From an optimization exercise on the open Yosys and OpenROAD flow, aimed at small area and a short achievable clock period; shortcuts taken in it are not production practice.
Where RTL was checked, it was by simulation tests only, not by an equivalence proof against the original.

## FPUFMAPipe
module FPUFMAPipe(
  input         clock,
                reset,
                io_in_valid,
                io_in_bits_ren3,
                io_in_bits_swap23,
  input  [2:0]  io_in_bits_rm,
  input  [1:0]  io_in_bits_fmaCmd,
  input  [64:0] io_in_bits_in1,
                io_in_bits_in2,
                io_in_bits_in3,
  output        io_out_valid,
  output [64:0] io_out_bits_data,
  output [4:0]  io_out_bits_exc
);
  wire [64:0] a = io_in_bits_in1;
  wire [64:0] b = io_in_bits_swap23 ? 65'h08000000000000000 : io_in_bits_in2;
  wire [64:0] c = (io_in_bits_ren3 | io_in_bits_swap23) ? io_in_bits_in3
                  : {io_in_bits_in1[64] ^ io_in_bits_in2[64], 64'h0};
  wire zA = ~(|a[63:61]);
  wire zB = ~(|b[63:61]);
  wire zC = ~(|c[63:61]);
  wire nanA = (&a[63:62]) & a[61];
  wire nanB = (&b[63:62]) & b[61];
  wire nanC = (&c[63:62]) & c[61];
  wire infA = (&a[63:62]) & ~a[61];
  wire infB = (&b[63:62]) & ~b[61];
  wire infC = (&c[63:62]) & ~c[61];
  wire signProd = a[64] ^ b[64] ^ io_in_bits_fmaCmd[1];
  wire doSub    = signProd ^ c[64] ^ io_in_bits_fmaCmd[0];
  wire [13:0] ex = {2'h0, a[63:52]};
  wire [13:0] ey = {2'h0, b[63:52]};
  wire [13:0] ez = {2'h3, ~c[63:52]};
  wire [13:0] k1 = 14'h3839;
  wire [13:0] s1 = ex ^ ey ^ ez;
  wire [13:0] c1 = {(ex[12:0] & ey[12:0]) | (ex[12:0] & ez[12:0]) | (ey[12:0] & ez[12:0]), 1'b0};
  wire [13:0] s2 = s1 ^ c1 ^ k1;
  wire [13:0] c2 = {(s1[12:0] & c1[12:0]) | (s1[12:0] & k1[12:0]) | (c1[12:0] & k1[12:0]), 1'b0};
  ...
Size in the first run: ~15000 cells after synthesis, roughly 750 flip-flops, roughly 280 I/O pins, about 110000 um^2 of cells after synthesis.
export LEC_CHECK = 0
export ABC_AREA = 1
export CAP_MARGIN = 20
export CORE_MARGIN = 2
export CORE_UTILIZATION = 38
export SLEW_MARGIN = 20
create_clock -name core_clock -period 16.0 [get_ports {clock}]
standard.sh (not shown) runs the stock make flow with config.mk's settings and CLKGATE_MAP_FILE= SYNTH_SCRIPT=/design/flow/synth_recipe.tcl, a recipe that flattens the netlist after the stock synthesis.
==> flow/flow/run.sh <==
#!/bin/bash
# The standard layout (standard synthesis, floorplan, placement, CTS, routing),
# with ORFS's setup repair asked to leave extra setup slack so that it upsizes and
# buffers the slowest paths. The make output goes to flow.log, and ORFS keeps each
# step's full log under orfs/logs/.
set -uo pipefail
bash standard.sh SETUP_SLACK_MARGIN=10.8 finish > flow.log 2>&1
The starting point failed in global routing.
Then changed:
--- a/flow/design.v
+++ b/flow/design.v
@@ -161,15 +161,14 @@
     e1_signK <= e0_signK;
     e1_signEn <= e0_signEn;
     e1_rm <= e0_rm;
   end
   wire [105:0] sum0, sum1;
   wire c105_0, c105_1;
-  wire sumIsM1;    
   fma_cpa cpa (.x(e1_r0[105:0]), .y(e1_r1[105:0]), .sum0(sum0), .sum1(sum1),
-               .cout0(c105_0), .cout1(c105_1), .pall(sumIsM1));
+               .cout0(c105_0), .cout1(c105_1));
   wire m106 = e1_r0[106] ^ e1_r1[106];
   wire mAR106_0 = m106 ^ c105_0;
   wire mAR106_1 = m106 ^ c105_1;
   wire [54:0] hiOnes;
   assign hiOnes[0] = 1'b1;
   genvar hi;
@@ -190,15 +189,13 @@
   wire [109:0] X = e1_CIsDom ? {CDom_absSigSum, 2'b00} : {1'b0, notCDom_abs};
   wire [5:0] ndPos, ndNeg;
   wire anyPos, anyNeg;
   fma_lzc_pairs lzcP (.x({1'b0, Yp}), .nd(ndPos), .any(anyPos));
   fma_lzc_pairs lzcN (.x({1'b0, ~Y}), .nd(ndNeg), .any(anyNeg));
   wire [5:0] nd = nSign ? ndNeg : ndPos;
-  wire t3IsM1 = (e1_high[1:0] == 2'h3) & ~m106 | (e1_high[1:0] == 2'h2) & m106;
-  wire signM1 = e1_high[2] ^ (e1_high[1] & e1_high[0] & m106);
-  wire complCanc = e1_bit0 & sumIsM1 & t3IsM1 & (signM1 | e1_doSub);
+  wire complCanc = nSign ? ~anyNeg & ~(|notCDom_abs[1:0]) : ~anyPos & ~(|Yp[1:0]);
   wire [6:0] sh = e1_CIsDom ? {1'b0, e1_CAlignDist} : {nd, 1'b0};
   wire e1_rmMin = e1_rm == 3'h2;
   wire rawSign = e1_signK | e1_signEn & (e1_CIsDom ? e1_signProd ^ e1_doSub
                                           : complCanc ? e1_rmMin : e1_signProd ^ nSign);
   wire rawIsZero = e1_addZeros | ~e1_CIsDom & complCanc;
   reg          v2;
@@ -207,36 +204,35 @@
   reg  [12:0]  e2_sExpSum;
   reg          e2_CIsDom, e2_doSub, e2_extraSticky;
   reg          e2_invalid, e2_isNaN, e2_isInf, e2_isZero, e2_sign;
   reg  [2:0]   e2_rm;
   always @(posedge clock) begin
     if (reset) v2 <= 1'b0; else v2 <= v1;
-    e2_X <= X;
+    e2_X <= sh[6] ? {X[45:0], 64'h0} : X;    
     e2_sh <= sh;
     e2_sExpSum <= e1_sExpSum - {12'h0, e1_CIsDom & e1_doSub};
     e2_CIsDom <= e1_CIsDom;
     e2_doSub <= e1_doSub;
     e2_extraSticky <= e1_CIsDom & CDom_extraSticky;
     e2_invalid <= e1_invalid;
     e2_isNaN <= e1_isNaN;
     e2_isInf <= e1_isInf;
     e2_isZero <= rawIsZero;
     e2_sign <= rawSign;
     e2_rm <= e1_rm;
   end
-  wire [109:0] xs6 = e2_sh[6] ? {e2_X[45:0], 64'h0} : e2_X;
-  wire [109:0] xs5 = e2_sh[5] ? {xs6[77:0], 32'h0} : xs6;
+  wire [109:0] xs5 = e2_sh[5] ? {e2_X[77:0], 32'h0} : e2_X;
   wire [109:0] xs4 = e2_sh[4] ? {xs5[93:0], 16'h0} : xs5;
   wire [109:0] xs3 = e2_sh[3] ? {xs4[101:0], 8'h0} : xs4;
   wire [109:0] xs2 = e2_sh[2] ? {xs3[105:0], 4'h0} : xs3;
   wire [109:0] xs1 = e2_sh[1] ? {xs2[107:0], 2'h0} : xs2;
   wire [109:0] Xs  = e2_sh[0] ? {xs1[108:0], 1'h0} : xs1;
   wire [12:0] grp = {|(e2_X[51:48]), |(e2_X[47:44]), |(e2_X[43:40]), |(e2_X[39:36]), |(e2_X[35:32]),
                      |(e2_X[31:28]), |(e2_X[27:24]), |(e2_X[23:20]), |(e2_X[19:16]), |(e2_X[15:12]),
                      |(e2_X[11:8]), |(e2_X[7:4]), |(e2_X[3:0])};
-  wire [4:0] shq = e2_sh[6:2];
+  wire [4:0] shq = {1'b0, e2_sh[5:2]};
   reg grpSticky;
   integer k;
   always @(*) begin
     grpSticky = 1'b0;
     for (k = 0; k < 13; k = k + 1)
       if ({27'h0, shq} + k <= 12) grpSticky = grpSticky | grp[k];
@@ -3783,14 +3779,13 @@
 module fma_cpa(
   input [105:0] x,
   input [105:0] y,
   output [105:0] sum0,
   output [105:0] sum1,
   output cout0,
-  output cout1,
-  output pall
+  output cout1
 );
   wire [105:0] g0 = x & y;
   wire [105:0] p0 = x ^ y;
   wire G0_1 = g0[1] | (p0[1] & g0[0]);
   wire P0_1 = p0[1] & p0[0];
   wire G0_3 = g0[3] | (p0[3] & g0[2]);
@@ -4680,13 +4675,12 @@
   assign sum0[104] = p0[104] ^ G6_103;
   assign sum1[104] = p0[104] ^ (G6_103 | P6_103);
   assign sum0[105] = p0[105] ^ G6_104;
   assign sum1[105] = p0[105] ^ (G6_104 | P6_104);
   assign cout0 = G6_105;
   assign cout1 = G6_105 | P6_105;
-  assign pall = P6_105;
 endmodule
 module fma_lzc_pairs(
   input [109:0] x,
   output [5:0] nd,
   output any
 );
Effect: The changed run finished clean. Synthesized cell count rose by 1.3%. Area after synthesis rose by 0.84%.
Function not checked in the second run of this note: the RTL went through the layout flow alone.

---

Setup of run B:
Another version of the RTL of FPUFMAPipe (not shown whole).
Size: ~15,000 cells after synthesis, roughly 740 flip-flops, roughly 110,000 sq um of cells after synthesis.
==> flow/design.v (excerpt) <==
module FPUFMAPipe(
  input         clock,
                reset,
                io_in_valid,
                io_in_bits_ren3,
                io_in_bits_swap23,
  input  [2:0]  io_in_bits_rm,
  input  [1:0]  io_in_bits_fmaCmd,
  input  [64:0] io_in_bits_in1,
                io_in_bits_in2,
                io_in_bits_in3,
  output        io_out_valid,
  output [64:0] io_out_bits_data,
  output [4:0]  io_out_bits_exc
);
clock: 16.0 ns
lec_check: 0
abc_area: 1
cap_margin: 20
core_margin: 2
core_utilization: 38
slew_margin: 20
==> flow/flow/run.sh <==
#!/bin/bash
# The standard layout (standard synthesis, floorplan, placement, CTS, routing), with
# two changes: the setup repair is asked to leave extra setup slack, and the buffers
# that every input and output port gets are sky130_fd_sc_hd__buf_2 cells (smaller and
# faster than the delay cells buffer_ports picks by default). The make output goes to
# flow.log, and ORFS keeps each step's full log under orfs/logs/.
set -uo pipefail
bash standard.sh SETUP_SLACK_MARGIN=10.7 "BUFFER_PORTS_ARGS=-buffer_cell sky130_fd_sc_hd__buf_2" finish > flow.log 2>&1
Run B completed; timing, DRC and antenna clean
The inputs of run A differ from those of run B as listed below.
--- a/flow/design.v
+++ b/flow/design.v
@@ -30,19 +30,25 @@
   wire doSub    = signProd ^ c[64] ^ io_in_bits_fmaCmd[0];
   wire [13:0] ex = {2'h0, a[63:52]};
   wire [13:0] ey = {2'h0, b[63:52]};
   wire [13:0] ez = {2'h3, ~c[63:52]};
   wire [13:0] k1 = 14'h3839;
   wire [13:0] s1 = ex ^ ey ^ ez;
   wire [13:0] c1 = {(ex[12:0] & ey[12:0]) | (ex[12:0] & ez[12:0]) | (ey[12:0] & ez[12:0]), 1'b0};
   wire [13:0] s2 = s1 ^ c1 ^ k1;
   wire [13:0] c2 = {(s1[12:0] & c1[12:0]) | (s1[12:0] & k1[12:0]) | (c1[12:0] & k1[12:0]), 1'b0};
-  wire [8:0] sNatLo = {1'b0, s2[7:0]} + {1'b0, c2[7:0]};
+  wire [13:0] sNat;
+  fma_add #(14, 4) addNat (.a(s2), .b(c2), .cin(1'b0), .s(sNat));
+  wire [12:0] k2 = 13'h1803;
+  wire [12:0] s3 = ex[12:0] ^ ey[12:0] ^ k2;
+  wire [12:0] c3 = {(ex[11:0] & ey[11:0]) | (ex[11:0] & k2[11:0]) | (ey[11:0] & k2[11:0]), 1'b0};
+  wire [12:0] sExpProd;
+  fma_add #(13, 4) addProd (.a(s3), .b(c3), .cin(1'b0), .s(sExpProd));
   wire isSigNaNAny = nanA & ~a[51] | nanB & ~b[51] | nanC & ~c[51];
   wire isNaNAOrB   = nanA | nanB;
   wire isInfProd   = infA | infB;
   wire invalidExc  = isSigNaNAny | infA & zB | zA & infB | ~isNaNAOrB & isInfProd & infC & doSub;
   wire outIsNaN    = isNaNAOrB | nanC;
   wire isInfOut    = isInfProd | infC;
   wire addZeros    = (zA | zB) & zC;
   wire rmMin       = io_in_bits_rm == 3'h2;
   wire CDomSign    = signProd ^ doSub;
@@ -68,60 +74,53 @@
   endgenerate
   wire [52:0] sigCx = {~zC, c[51:0]} ^ {53{doSub}};
   reg         v0;
   reg  [52:0] e0_sigAn;            
   reg  [26:0] e0_onen, e0_twon;
   reg  [25:0] e0_neg;
   reg  [52:0] e0_sigCxn;           
   wire [52:0] e0_sigCx = ~e0_sigCxn;
   reg         e0_doSub, e0_signProd, e0_zAB, e0_zC;
-  reg  [8:0]  e0_sNatLo;
-  reg  [5:0]  e0_sNatS, e0_sNatC;
+  reg  [13:0] e0_sNat;
+  reg  [12:0] e0_sExpProd;
   reg  [11:0] e0_expC;
   reg         e0_invalid, e0_isNaN, e0_isInf, e0_addZeros, e0_signK, e0_signEn;
   reg  [2:0]  e0_rm;
   always @(posedge clock) begin
     v0 <= io_in_valid;
     e0_sigAn <= ~{~zA, a[51:0]};
     e0_onen <= ~bOne;
     e0_twon <= ~bTwo;
     e0_neg <= bNeg;
     e0_sigCxn <= ~sigCx;
     e0_doSub <= doSub;
     e0_signProd <= signProd;
     e0_zAB <= zA | zB;
     e0_zC <= zC;
-    e0_sNatLo <= sNatLo;
-    e0_sNatS <= s2[13:8];
-    e0_sNatC <= c2[13:8];
+    e0_sNat <= sNat;
+    e0_sExpProd <= sExpProd;
     e0_expC <= c[63:52];
     e0_invalid <= invalidExc;
     e0_isNaN <= outIsNaN;
     e0_isInf <= isInfOut;
     e0_addZeros <= addZeros;
     e0_signK <= signK;
     e0_signEn <= signEn;
     e0_rm <= io_in_bits_rm;
   end
-  wire [5:0] sNatHi;
-  fma_add #(6, 3) addNatHi (.a(e0_sNatS), .b(e0_sNatC), .cin(e0_sNatLo[8]), .s(sNatHi));
-  wire [13:0] e0_sNat = {sNatHi, e0_sNatLo[7:0]};
-  wire [12:0] e0_sExpProd;
-  fma_add #(13, 4) addProd (.a(e0_sNat[12:0]), .b({1'b0, e0_expC} + 13'h1FCB), .cin(1'b0), .s(e0_sExpProd));
   wire e0_isMin = e0_zAB | e0_sNat[13];
   wire e0_big = ~e0_isMin & (e0_sNat[12:0] > 13'hA0);
   wire e0_CIsDom = ~e0_zC & (e0_isMin | e0_sNat[12:0] < 13'h36);
   wire [12:0] e0_sExpSum = e0_CIsDom ? {1'h0, e0_expC} : e0_sExpProd;
   wire [7:0] e0_u = e0_sNat[7:0];
   wire [7:0] CAlignDist = e0_isMin ? 8'h0 : e0_big ? 8'hA1 : e0_u;
   wire [164:0] shC = $signed({e0_doSub, e0_sigCx, {111{e0_doSub}}}) >>> e0_u;
-  wire caddFill = e0_zAB | (|e0_sNat[13:8]);
-  wire [105:0] cadd = caddFill ? {106{e0_doSub}} : shC[108:3];
+  wire [105:0] cadd = (e0_isMin | e0_big) ? {106{e0_doSub}} : shC[108:3];
   wire [54:0] highC = e0_isMin ? {e0_sigCx, e0_doSub, e0_doSub} : e0_big ? {55{e0_doSub}} : shC[163:109];
   wire [2:0] lowC = e0_isMin ? {3{e0_doSub}} : e0_big ? e0_sigCx[52:50] : shC[2:0];
   wire [64:0] reduced4CExtra_shift = $signed(65'sh10000000000000000 >>> CAlignDist[7:2]);
   wire [12:0] cGrp;
   genvar cg;
   generate
     for (cg = 0; cg < 13; cg = cg + 1) begin : cgrp
       assign cGrp[cg] = e0_doSub ? ~(&e0_sigCx[4*cg+3:4*cg]) : (|e0_sigCx[4*cg+3:4*cg]);
     end
Results
Status: die area parity (run A, run B). Changes observed in run A relative to run B: total instance count after detailed placement moved up; fmax rose by 12%; worst hold slack saw a decrease; clock-buffer cell count was more or less identical; endpoint arrival time on the critical path fell 0.62 ns. Run A gives less post-detailed-routing wire length than run B did. e1_r0n[25] as the capture point of the worst path was reported by run B, and e1_r0n[52] by run A. Cell count after synthesis sits higher in run A than in run B.
The RTL of run B was laid out without a check of its function.

==> port drivers added, routing unchanged <==
How much do the figures lean on ideal ports? The routed layouts below were timed once more, with nothing changed but the port constraints. Step 1, drivers: a clkbuf_16 drives clock and a buf_2 each remaining input, both assumed. Step 2, shift: input delay + t, output delay - t, t = (earliest + latest rising clock arrival at the registers) / 2. This alone moves slack from input paths to output paths. Slacks: no drivers / after step 1 / after step 2; pairs: no drivers / after step 1.
run	t (ns)	slack for setup (ns)	hold slack, ns
the second run of note 1	0.966	10.618 / 10.618 / 9.787	0.325 / 0.325 / 0.325
run B	0.943	9.950 / 9.950 / 9.950	0.313 / 0.313 / 0.313
run A	0.978	10.602 / 10.602 / 9.779	0.310 / 0.310 / 0.310
After both steps setup and hold are still met in every run listed. For the second run of note 1, which loses most, drivers alone change the setup slack by 0.000 ns; drivers and shift together by -0.831 ns.
